From an optimization exercise on the open Yosys and OpenROAD flow, aimed at a short achievable clock period and few clock cycles; shortcuts taken in it are not production practice. In this exercise RTL edits were held to simulation tests only and were not proved equivalent to the original. Power figures rest on the tool's default switching activity, not on a simulated workload.

==> flow/design.v (outline; a module is shown in full before it is edited, if it fits) <==
// module JAM: 1526 lines
module JAM (
input CLK,
input RST,
output reg [2:0] W,
output reg [2:0] J,
input [6:0] Cost,
output [3:0] MatchCount,
output [9:0] MinCost,
output reg Valid );
  // ...
==> flow/flow/run.sh <==
#!/bin/bash
# The standard layout, except that the resizer may swap a cell for any cell of the same
# function (not only one with the same footprint). ORFS writes each step's log under orfs/logs/;
# make's own output goes to make.log here.
set -euo pipefail
bash standard.sh MATCH_CELL_FOOTPRINT=0 finish > make.log 2>&1
==> flow/standard.sh <==
#!/bin/bash
# synth_recipe.tcl (not shown) runs the flow's synth.tcl, then flattens the netlist and writes it again
# the make line also repeats each setting of config.mk as NAME=value (left out here)
make -C /OpenROAD-flow-scripts/flow DESIGN_CONFIG=/design/flow/config.mk WORK_HOME=/design/flow/orfs CLKGATE_MAP_FILE= SYNTH_SCRIPT=/design/flow/synth_recipe.tcl "${@:-finish}"
==> flow/config.mk <==
export PLATFORM = sky130hd
export DESIGN_NAME = JAM
export DESIGN_NICKNAME = JAM
export VERILOG_FILES = /design/flow/design.v
export SDC_FILE = /design/flow/constraint.sdc
export NUM_CORES = 4
export LEC_CHECK = 0
export CAP_MARGIN = 35
export CORE_MARGIN = 2
export CORE_UTILIZATION = 40
export SETUP_SLACK_MARGIN = 3.0
export SLEW_MARGIN = 20
export TNS_END_PERCENT = 5
==> flow/constraint.sdc <==
create_clock -name core_clock -period 5.5 [get_ports {CLK}]
set_input_delay 1.1000 -clock core_clock [delete_from_list [all_inputs] [get_ports {CLK}]]
set_output_delay 1.1000 -clock core_clock [all_outputs]
set_load 0.01 [all_outputs]
==> results.cfg, run 1 <==
[floorplanning]
die_area_um2 = 407000

[logic_synthesis]
netlist.area_leader.share_pct = 42.5

[setup_path]
timing.rr.start = ef2[24]
max_stage_delay_ns = 0.74
crit_path_end_kind = register
crit_end = vm_3c[7]
critPathRequiredTime_ns = 6.24

[power_and_ir_drop]
p_seq_mw = 29.7
p_sw_share_pct = 29.0
cell_internal_pwr_mw = 46.0
ir_drop_uv = 245
p_leak_nw = 81.7

[route]
vias_per_cell = 5.53
route.detailed.drc = 0
wl_met3_um = 65100
route.met2.wl_um = 270000

[layout]
final_util_pct = 46.7
clk_share_pct = 6.87
fin_nets = 18654
nFillCells = 36967
dominant_cells = multi-input gates
seq_share_pct = 36.9
multi_input_cells = 10617

[grt]
track_usage_pct = 31.7
grt_pass1_wl_um = 892000
grt.overflow.total = 0
top_usage_layer = met2

[placed_design]
port_buffers = 29
dp_hpwl_um = 534000

[run]
maxCapViolCount = 0

[run_status]
status = timing/DRC/antenna clean

[clocking]
cts.sinks = 3431
post_cts_buffers = 119
Testbench counts, summed over its fixed seeds: cycles 1,560.
==> run 2: changes to the inputs <==
--- a/flow/config.mk
+++ b/flow/config.mk
@@ -9,3 +9,3 @@
 export CORE_MARGIN = 2
-export CORE_UTILIZATION = 40
+export CORE_UTILIZATION = 50
 export SETUP_SLACK_MARGIN = 3.0
==> run 2 against run 1 <==
Compared with the run above: fmax is 5.0% lower; non-clock buffer count is 53 higher; combinational power is 2% higher; worst hold slack got worse by 0.0051 ns; sequential share of layout area about the same; clock power about the same; area after synthesis did not move; final cell count decreased by 4.4%; global-route usage grew 8.0 points; die area is 20% lower; critical path type unchanged.
==> results.cfg, run 2 <==
[floorplanning]
die_area_um2 = 326000
die_y_um = 571
chipWidth_um = 571
rows = 208
initial_core_util_pct = 50.2
ios = 30
core_area_um2 = 321000

[logic_synthesis]
synth_async_sr_flop_share_pct = 0
synthTopCellsByCount = dfxtp_1, ha_1, inv_1
synth_area_leader_cell = dfxtp_1
syn_area_per_cell_um2 = 10.1
synth.area.top_cells = dfxtp_1, ha_1, mux2_2
yosysWarnings = 1
synth.most_common_cell = dfxtp_1
yosysSeqAreaShare_pct = 42.8
ys.flop_type = dfxtp_1
synthesis.area_um2 = 161000
ys_ff_latch = 3431
ys_types = 82
synth_edf_count = 14
netlist.area_leader.share_pct = 42.5
synth_fp_nets = 18091
synthCells = 15872

[power_and_ir_drop]
p_leak_nw = 82.3
report.power.total_mw = 65.2
powerDensity_nw_per_um2 = 349
ir_drop_uv = 256

[route]
route.met2.wl_um = 270000
wl_per_cell_um = 31.9
top_layer = met5
dr.pass1.iters = 7
route.detailed.drc = 0
ant_nets = 0
wl_um = 678000
wl_met1_um = 277000
drt-initial-drc-count = 14469
wl_met3_um = 70000
vias = 123511
vias_per_cell = 5.82

[placed_design]
port_buffers = 29
dpl-instance-area_um2 = 168000
gp_congestion = 1.05
dp_hpwl_um = 530000

[setup_path]
timing.rr.start = cd_08[4]
crit_arrival_ns = 3.74
cp_max_fo = 26
critPathRequiredTime_ns = 6.26
critPathKind = reg -> reg
crit_path_end_kind = register
setup.worst_path.start = cd_08[4]
critPathLaunchType = register

[clocking]
clk_latency_ns = 1.01
clockBufferDepth = 4
cts.sinks = 3431
clockRootBuffer = clkbuf_16
clk_pin_slew_worst_paths_ns = 0.06
h-tree-depth = 5
cts_inserted_buffers = 367
cts_tree = done

[sta]
relSlewSlack_pct = 21.9
hold_viol_final = 0
tightest_slew_ns = 1.16
rsz0062_at_grt = true
setup_viol = 0
skew_ns = 0.0617
fmax_mhz = 336
min_period_ns = 2.98
fin_setup_tns_ns = 0
whs_ns = 0.310
fin_crit_sh_pct = 54.1
drv_slew = 0

[run_status]
status = timing/DRC/antenna clean

[layout]
post-route-cell-area_um2 = 187000
top_regs = ef2 x29, ef x29
final_common_cell = dfxtp_1
syn2layout_area_growth_pct = 16.1
mostFrequentLayoutCells = dfxtp_1, ha_1, inv_1, o21ai_0, nand2_1
fin_nets = 18705
drive_gt1_share_pct = 15.4

[grt]
track_usage_pct = 39.7
grt_pass1_wl_um = 888000
antenna_found_initial = 139
grt_pass1_vias = 110992
grt.overflow.total = 0
grt_max_degree = 59

[run]
maxCapViolCount = 0

[worst_hold_path]
hp-start = vc_47[3]
hp-class = reg -> reg
-- run 2: cell types whose count changed in the layout (fill, tap and decap cells not counted), moves of 12 or more --
cell      previous run  this run
diode_2            206       142
buf_4              251       300
o21ai_2             15        34
o21ai_0            926       911
a21boi_2             5        17
-- run 2: layout make-up --
class,instances,area (um2)
Fill cell,27627,134000
Multi-Input combinational cell,10617,87700
Sequential cell,3431,68900
Clock buffer,497,10500
Inverter,1565,5880
Timing Repair Buffer,504,5500
Tap cell,4305,5390
Clock inverter,176,2530
Antenna cell,142,355
-- run 2: repair_timing --
| item | 4_1_cts | 5_1_grt |
|---|---|---|
| pin swaps | 24 | 127 |
| hold buffers | 0 | 0 |
| cloned | 8 | 19 |
| setup buffers | 67 | 161 |
| setup endpoints to repair | 1351 | 1323 |
| gates resized for setup | 186 | 362 |
-- run 2: metrics by stage --
step | worst slack (ns) | cells | utilization [%]
floorplan | 2.56 | 15872 | -
global placement | 1.48 | 20082 | 52.2
CTS | 2.73 | 20902 | 57.0
global route | 2.56 | 21170 | 58.2
finish | 2.52 | 21237 | 58.3
detailed placement | 1.46 | 20154 | 52.4
-- run 2: critical path: stages, from the launching register on --
cell and delay, ns:
dfxtp_1 0.80, ha_1 0.24, and4_1 0.22, o211ai_1 0.10, a41o_2 0.45, nor2_1 0.93
-- run 2: power breakdown --
part / switching [mW] / total (mW) / leakage, nW / internal (mW)
sequential: 2.79 / 29.6 / 28.4 / 26.9
clock: 11.1 / 26.9 / 6.38 / 15.8
combinational: 4.91 / 8.65 / 47.5 / 3.75
total: 18.8 / 65.2 / 82.3 / 46.4
-- run 2: cell families after synthesis --
logic type | share of synthesized area (%)
AOI/OAI and AO/OA | 11.3
xor gates and xnor gates | 3.75
adders and majority gates | 18.1
buffers and inverters | 4.34
DFF | 42.8
muxes | 8.55
and+or+nand+nor | 11.1
-- run 2: per-layer routing --
layer	vias up	global-route usage, %
met3	1481	8.86
li1	56717	-
met5	-	0
met4	22	29.8
met1	59169	53.1
met2	6122	55.6
-- run 2: worst paths after layout --
kind,end,slack (ns),cells past startpoint
max,vm_15[9],2.52,5
min,vc_a3[3],0.31,0
max reg2reg,vm_15[9],2.52,5
min reg2reg,vc_a3[3],0.31,0
==> run 3: changes to the inputs <==
==> flow/run.sh (new file) <==
#!/bin/bash
# synth_recipe.tcl (not shown) runs the flow's synth.tcl, then flattens the netlist and writes it again
# the make line also repeats each setting of config.mk as NAME=value (left out here)
make -C /OpenROAD-flow-scripts/flow DESIGN_CONFIG=/design/flow/config.mk WORK_HOME=/design/flow/orfs CLKGATE_MAP_FILE= SYNTH_SCRIPT=/design/flow/synth_recipe.tcl finish
--- a/flow/config.mk
+++ b/flow/config.mk
@@ -9,3 +9,3 @@
 export CORE_MARGIN = 2
-export CORE_UTILIZATION = 50
+export CORE_UTILIZATION = 40
 export SETUP_SLACK_MARGIN = 3.0
removed: flow/flow/run.sh
removed: flow/standard.sh
==> run 3 against run 2 <==
Compared with the run above: clock skew grew 0.0048 ns; largest cell class unchanged; still clean on timing, DRC and antenna; final cell count increased by 4.4%; area after synthesis unchanged; critical path type unchanged; design area rose by 0.38%.
==> results.cfg, run 3 <==
[sta]
min_period_ns = 2.84
drv_slew = 0
fmax_mhz = 352
fin_crit_sh_pct = 51.6
hold_viol_final = 0
relSlewSlack_pct = 27.7
setup_viol = 0
setup_slack_ns = 2.66
rsz0062_at_grt = true
skew_ns = 0.0666
tightest_slew_ns = 1.08
whs_ns = 0.312
fin_setup_tns_ns = 0

[clocking]
postCtsHoldBufs = 0
clk_pin_slew_worst_paths_ns = 0.06
cts_tree = done
cts_inserted_buffers = 370
clk_latency_ns = 1.03
clockBufferDepth = 4
clockRootBuffer = clkbuf_16
cts.sinks = 3431
h-tree-depth = 5

[route]
wl_per_cell_um = 30.2
vias = 123258
wl_met1_um = 269000
ant_nets = 0
route.detailed.drc = 0
vias_per_cell = 5.56
wl_met3_um = 67700
drt-initial-drc-count = 13620
wl_um = 669000
top_layer = met5
route.met2.wl_um = 268000
dr.pass1.iters = 7

[worst_hold_path]
hp-start = vc_c6[3]
hold_depth = 0
hp-class = reg -> reg
hold_end = cc_94[3]

[setup_path]
path_cells = nor2b_4 -> and4_1 -> and4_1 -> o21ai_0 -> o211a_1
critPathKind = reg -> reg
critical_path.slowest_cell = nor2b_4
timing.rr.start = rw2[5]
cp_max_fo = 12
critPathBufInv = 0
cp_top_family = simple AND/OR/NAND/NOR gates
crit_arrival_ns = 3.74
max_stage_delay_ns = 0.90
crit_path_end_kind = register
cp_common_cell = and4_1
reg2reg_depth = 5
critPathLaunchType = register
r2r_end = vc_05[3]
rrSetupSlack_ns = 2.66
critPathRequiredTime_ns = 6.40

[logic_synthesis]
yosysWarnings = 1
yosysSeqAreaShare_pct = 42.8
synth.area.top_cells = dfxtp_1, ha_1, mux2_2
ys.flop_type = dfxtp_1
synthCells = 15872
synthesis.area_um2 = 161000
synth_area_leader_cell = dfxtp_1
synth.most_common_cell = dfxtp_1
synth_fp_nets = 18091
synth_edf_count = 14
synthTopCellsByCount = dfxtp_1, ha_1, inv_1
synth_async_sr_flop_share_pct = 0
syn_area_per_cell_um2 = 10.1
netlist.area_leader.share_pct = 42.5
ys_ff_latch = 3431
ys_types = 82

[layout]
nFillCells = 36881
mostFrequentLayoutCells = dfxtp_1, ha_1, inv_1, o21ai_0, nand2_1
drive_gt1_share_pct = 15.1
post-route-cell-area_um2 = 188000
syn2layout_area_growth_pct = 16.5
top_regs = ef2 x29, ef x29
fin_nets = 18694
layout.cells.non_filler = 22178
final_common_cell = dfxtp_1
final_util_pct = 46.9

[floorplanning]
chipWidth_um = 638
ios = 30
core_area_um2 = 400000
die_area_um2 = 407000
rows = 232
die_y_um = 638
initial_core_util_pct = 40.2

[placed_design]
dp_hpwl_um = 532000
dp.cells = 21129
gp_congestion = 1.07
post-place-ws_ns = 1.54
port_buffers = 29
dpl-instance-area_um2 = 169000

[grt]
track_usage_pct = 31.7
grt_max_degree = 63
grt_pass1_vias = 112790
antenna_found_initial = 106
grt_pass1_wl_um = 893000
grt.overflow.total = 0

[power_and_ir_drop]
ir_drop_uv = 294
powerDensity_nw_per_um2 = 350
p_leak_nw = 81.8
report.power.total_mw = 65.7

[run_status]
status = timing/DRC/antenna clean

[run]
maxCapViolCount = 0
[run 3: cell counts after synthesis]
Identical to the previous run, type by type.
[run 3: power by group]
group	switching, mW	internal (mW)	total, mW
Combinational	4.86	3.72	8.58
Clock	11.3	16.1	27.4
Sequential	2.91	26.9	29.8
Total	19.0	46.7	65.7
[run 3: worst max-delay path by stage]
| stage | start | to | slack (ns) | depth (start not counted) |
|---|---|---|---|---|
| after global routing | rw[1] | cd_41[9] | 2.69 | 11 |
| after floorplan | Cost[0] | cd_56[8] | 2.56 | 8 |
| after CTS | vm_ff[7] | MinCost[7] | 2.74 | 1 |
| after detailed placement | Cost[0] | cd_21[8] | 1.54 | 10 |
| after global placement | Cost[1] | cd_41[6] | 1.27 | 10 |
| final | rw2[5] | vc_05[3] | 2.66 | 5 |
[run 3: kinds of logic after synthesis]
group | after synthesis | share of synthesized area (%)
simple gates | 3513 | 11.1
flops | 3431 | 42.8
compound gates | 2944 | 11.3
fa+ha+maj | 2210 | 18.1
buf+inv | 1824 | 4.34
mux | 1261 | 8.55
xor+xnor | 689 | 3.75
[run 3: layer usage]
metal  vias up  track usage [%]
met5         -                0
met4        14             25.5
met3      1422             7.64
met2      5851             45.0
met1     59279             40.8
li1      56692                -
[run 3: final cells by class]
class,count,area (um2),share of cell area (%)
inverters,1565,5880,3.14
well taps,5265,6590,3.51
clock inverters,198,2900,1.54
multi-input cells,10621,87300,46.6
clock buffers,479,10400,5.55
flip-flops and latches,3431,68900,36.8
diodes,133,333,0.177
repair buffers,486,5160,2.75
[run 3: worst reg2reg max path, cell delays in order, from the launching register on]
cell	delay, ns
dfxtp_4	0.67
nor2b_4	0.92
and4_1	0.68
and4_1	0.26
o21ai_0	0.07
o211a_1	0.15
[run 3: timing repair]
item                                     CTS  global route
resized for setup                        391           115
pin swaps                                118            34
cloned                                    14             5
buffers inserted                         145            52
endpoints found under the setup margin  1366          1169
==> run 4: changes to the inputs <==
--- a/flow/config.mk
+++ b/flow/config.mk
@@ -10,3 +10,3 @@
 export CORE_UTILIZATION = 40
-export SETUP_SLACK_MARGIN = 3.0
+export SETUP_SLACK_MARGIN = 3.3
 export SLEW_MARGIN = 20
==> run 4 against run 3 <==
Compared with the run above: still clean; final cell count hardly changed; die area stayed put; design area grew 0.17%; clock skew down 0.0034 ns; global-route usage is 0.27 points lower; routed wire length rose by 0.89%; power decreased by 0.58%; first-iteration DRC count up 9.6%; combinational power rose by 0.8%; sequential share of layout area is essentially flat; via count increased by 0.66%; critical path type unchanged; critical endpoint is now cd_62[9]; largest power group unchanged; highest routed layer unchanged.
==> results.cfg, run 4 <==
[layout]
multiInputGateArea_um2 = 87300
fin_nets = 18720
final_util_pct = 47.0
syn2layout_area_growth_pct = 16.7
top_regs = ef2 x29, ef x29
mostFrequentLayoutCells = dfxtp_1, ha_1, inv_1, o21ai_0, nand2_1
final_common_cell = dfxtp_1
layout.cells.non_filler = 22182
nFillCells = 36837
ff_latch_area_um2 = 69100
drive_gt1_share_pct = 15.6

[grt]
grt.overflow.total = 0
grt_max_degree = 45
grt_pass1_vias = 112499
grt_pass1_wl_um = 886000
track_usage_pct = 31.4
antenna_found_initial = 154

[sta]
fin_setup_tns_ns = 0
fin_crit_sh_pct = 52.2
fmax_mhz = 348
setup_viol = 0
rsz0062_at_grt = true
min_period_ns = 2.87
relSlewSlack_pct = 27.4
drv_slew = 0
skew_ns = 0.0632
tightest_slew_ns = 1.09
hold_viol_final = 0

[logic_synthesis]
ys_ff_latch = 3431
synth.area.top_cells = dfxtp_1, ha_1, mux2_2
ys_types = 82
netlist.area_leader.share_pct = 42.5
synth_edf_count = 14
syn_area_per_cell_um2 = 10.1
synthesis.area_um2 = 161000
synthTopCellsByCount = dfxtp_1, ha_1, inv_1
synth_fp_nets = 18091
synth_area_leader_cell = dfxtp_1
synthCells = 15872
yosysSeqAreaShare_pct = 42.8
synth.most_common_cell = dfxtp_1
synth_async_sr_flop_share_pct = 0
ys.flop_type = dfxtp_1
yosysWarnings = 1

[power_and_ir_drop]
power_frac_seq_pct = 45.5
powerDensity_nw_per_um2 = 348
switching_power_mw = 18.8
report.power.total_mw = 65.3
clock_power_share_pct = 41.2
p_leak_nw = 82.1
ir_drop_uv = 245
cell_internal_pwr_mw = 46.5
combPwrFrac_pct = 13.2
p_sw_share_pct = 28.8

[clocking]
h-tree-depth = 5
cts_inserted_buffers = 370
clockBufferDepth = 4
cts_tree = done
cts.sinks = 3431
clk_latency_ns = 1.01
clk_pin_slew_worst_paths_ns = 0.07
clockRootBuffer = clkbuf_16
postCtsHoldBufs = 0

[setup_path]
cp_top_family = simple AND/OR/NAND/NOR gates
critPathBufInv = 2
critPathRequiredTime_ns = 6.44
cp_common_cell = buf_16
max_stage_delay_ns = 0.65
critPathLaunchType = register
crit_arrival_ns = 3.81
cp_max_fo = 14
path_cells = buf_16 -> buf_16 -> mux2_2 -> ha_1 -> o21ai_0 -> nor2_1 -> o41ai_4 -> or4b_2 -> nand3_1
critical_path.slowest_cell = or4b_2
critPathKind = reg -> reg
crit_path_end_kind = register

[floorplanning]
core_area_um2 = 400000
rows = 232
initial_core_util_pct = 40.2
chipWidth_um = 638
die_area_um2 = 407000
die_y_um = 638
ios = 30

[route]
drt-initial-drc-count = 14923
wl_per_cell_um = 30.4
ant_nets = 0
route.detailed.drc = 0
vias = 124074
vias_per_cell = 5.59
wl_um = 675000
dr.pass1.iters = 9

[placed_design]
port_buffers = 29
dp_hpwl_um = 531000
gp_congestion = 1.06
dp.cells = 21109

[run_status]
status = timing/DRC/antenna clean

[run]
maxCapViolCount = 0

[worst_hold_path]
hp-class = reg -> reg
-- run 4: changes by cell type in the layout (fill, tap and decap cells not counted), sizes merged, moves of 2 or more --
cell,change
buf,+32
bufbuf,+2
bufinv,-6
clkbuf,+36
clkdlybuf4s15,-11
clkinvlp,-8
diode,-27
inv,-13
nand2,-2
-- run 4: layer usage --
| layer | vias up | track usage (%) | wire (um) | share of wire (%) |
|---|---|---|---|---|
| li1 | 56706 | - | - | - |
| met1 | 59747 | 41.7 | 272000 | 40 |
| met2 | 6181 | 45.4 | 272000 | 40 |
| met3 | 1422 | 6.23 | 70200 | 10 |
| met4 | 18 | 22.5 | 59700 | 8.8 |
| met5 | - | 0 | 124 | 0.018 |
-- run 4: power groups by stage --
stage          Sequential, mW  Clock [mW]  Combinational, mW
2_1_floorplan            28.2           0               5.81
3_3_place_gp             30.2           0               7.87
3_5_place_dp             30.1           0               8.06
4_1_cts                  29.6        27.0               8.24
5_1_grt                  29.7        28.0               9.67
6_report                 29.7        26.9               8.65
-- run 4: repair_timing --
item	4_1_cts	5_1_grt
setup buffers	109	127
pin swaps	29	71
gates cloned	10	21
gates resized for setup	323	350
endpoints found under the setup margin	1949	1837
-- run 4: final cells by class --
type	count	area share, %
Timing Repair Buffer	514	3.01
Multi-Input combinational cell	10619	46.5
Clock inverter	172	1.30
Inverter	1565	3.14
Clock buffer	510	5.64
Antenna cell	106	0.141
Sequential cell	3431	36.8
Tap cell	5265	3.51
-- run 4: kinds of logic (layout without fill, tap and decap cells) --
logic type | count (synthesis) | in the layout | synth area share [%]
buffers and inverters | 1824 | 2761 | 4.34
XOR/XNOR | 689 | 689 | 3.75
AND/OR/NAND/NOR | 3513 | 3514 | 11.1
multiplexers | 1261 | 1261 | 8.55
AO/OA/AOI/OAI | 2944 | 2945 | 11.3
other | 0 | 106 | 0
adder cells (fa/ha/maj) | 2210 | 2210 | 18.1
flip-flops | 3431 | 3431 | 42.8
-- run 4: worst reg2reg max path, stage by stage (launching register included) --
cell and delay [ns]:
dfxtp_4 0.40, buf_16 0.20, buf_16 0.25, mux2_2 0.40, ha_1 0.34, o21ai_0 0.09
nor2_1 0.30, o41ai_4 0.13, or4b_2 0.65, nand3_1 0.08
-- run 4: through the flow --
step                      worst slack [ns]  area [um2]  hold WS, ns
after floorplan                       2.56      161000        0.310
after CTS                             2.74      185000        0.306
after global placement                1.52      169000        0.310
after global routing                  2.57      188000        0.317
final                                 2.63      188000        0.296
after detailed placement              1.49      169000        0.312
-- run 4: path summary, 6_finish.rpt --
| kind | depth (start not counted) | slack [ns] | from | end |
|---|---|---|---|---|
| max | 9 | 2.63 | rw[2] | cd_62[9] |
| min reg2reg | 0 | 0.30 | vc_4a[0] | cc_21[0] |
| max reg2reg | 9 | 2.63 | rw[2] | cd_62[9] |
| min | 0 | 0.30 | vc_4a[0] | cc_21[0] |

[port drivers added, routing unchanged]
The results above use ideal ports. As a check the final layouts listed here were re-extracted and re-timed, cells and wires unchanged.
Step 1 sets driving cells, clkbuf_16 on the clock port and buf_2 on the other inputs (assumed; they add their load-dependent delay and slew).
Step 2 times the ports against the registers' clock, not the clock port: input delays grow and output delays shrink by t, the midpoint of the rising clock arrivals with the driver on.
a / b / c = ideal ports / drivers / drivers and shift; a / b = the first two.
run	shift t [ns]	setup WS [ns]	cell pins on the clock port's net
run 1	1.121	2.670 / 2.600 / 1.479	1
run 2	1.090	2.522 / 2.522 / 1.554	1
run 3	1.090	2.660 / 2.615 / 1.526	1
run 4	1.089	2.627 / 2.527 / 1.438	1
After both steps setup and hold are still met in every run listed. The setup slack of run 1, which loses most, moves by -0.070 ns with the drivers and by -1.191 ns with both steps.
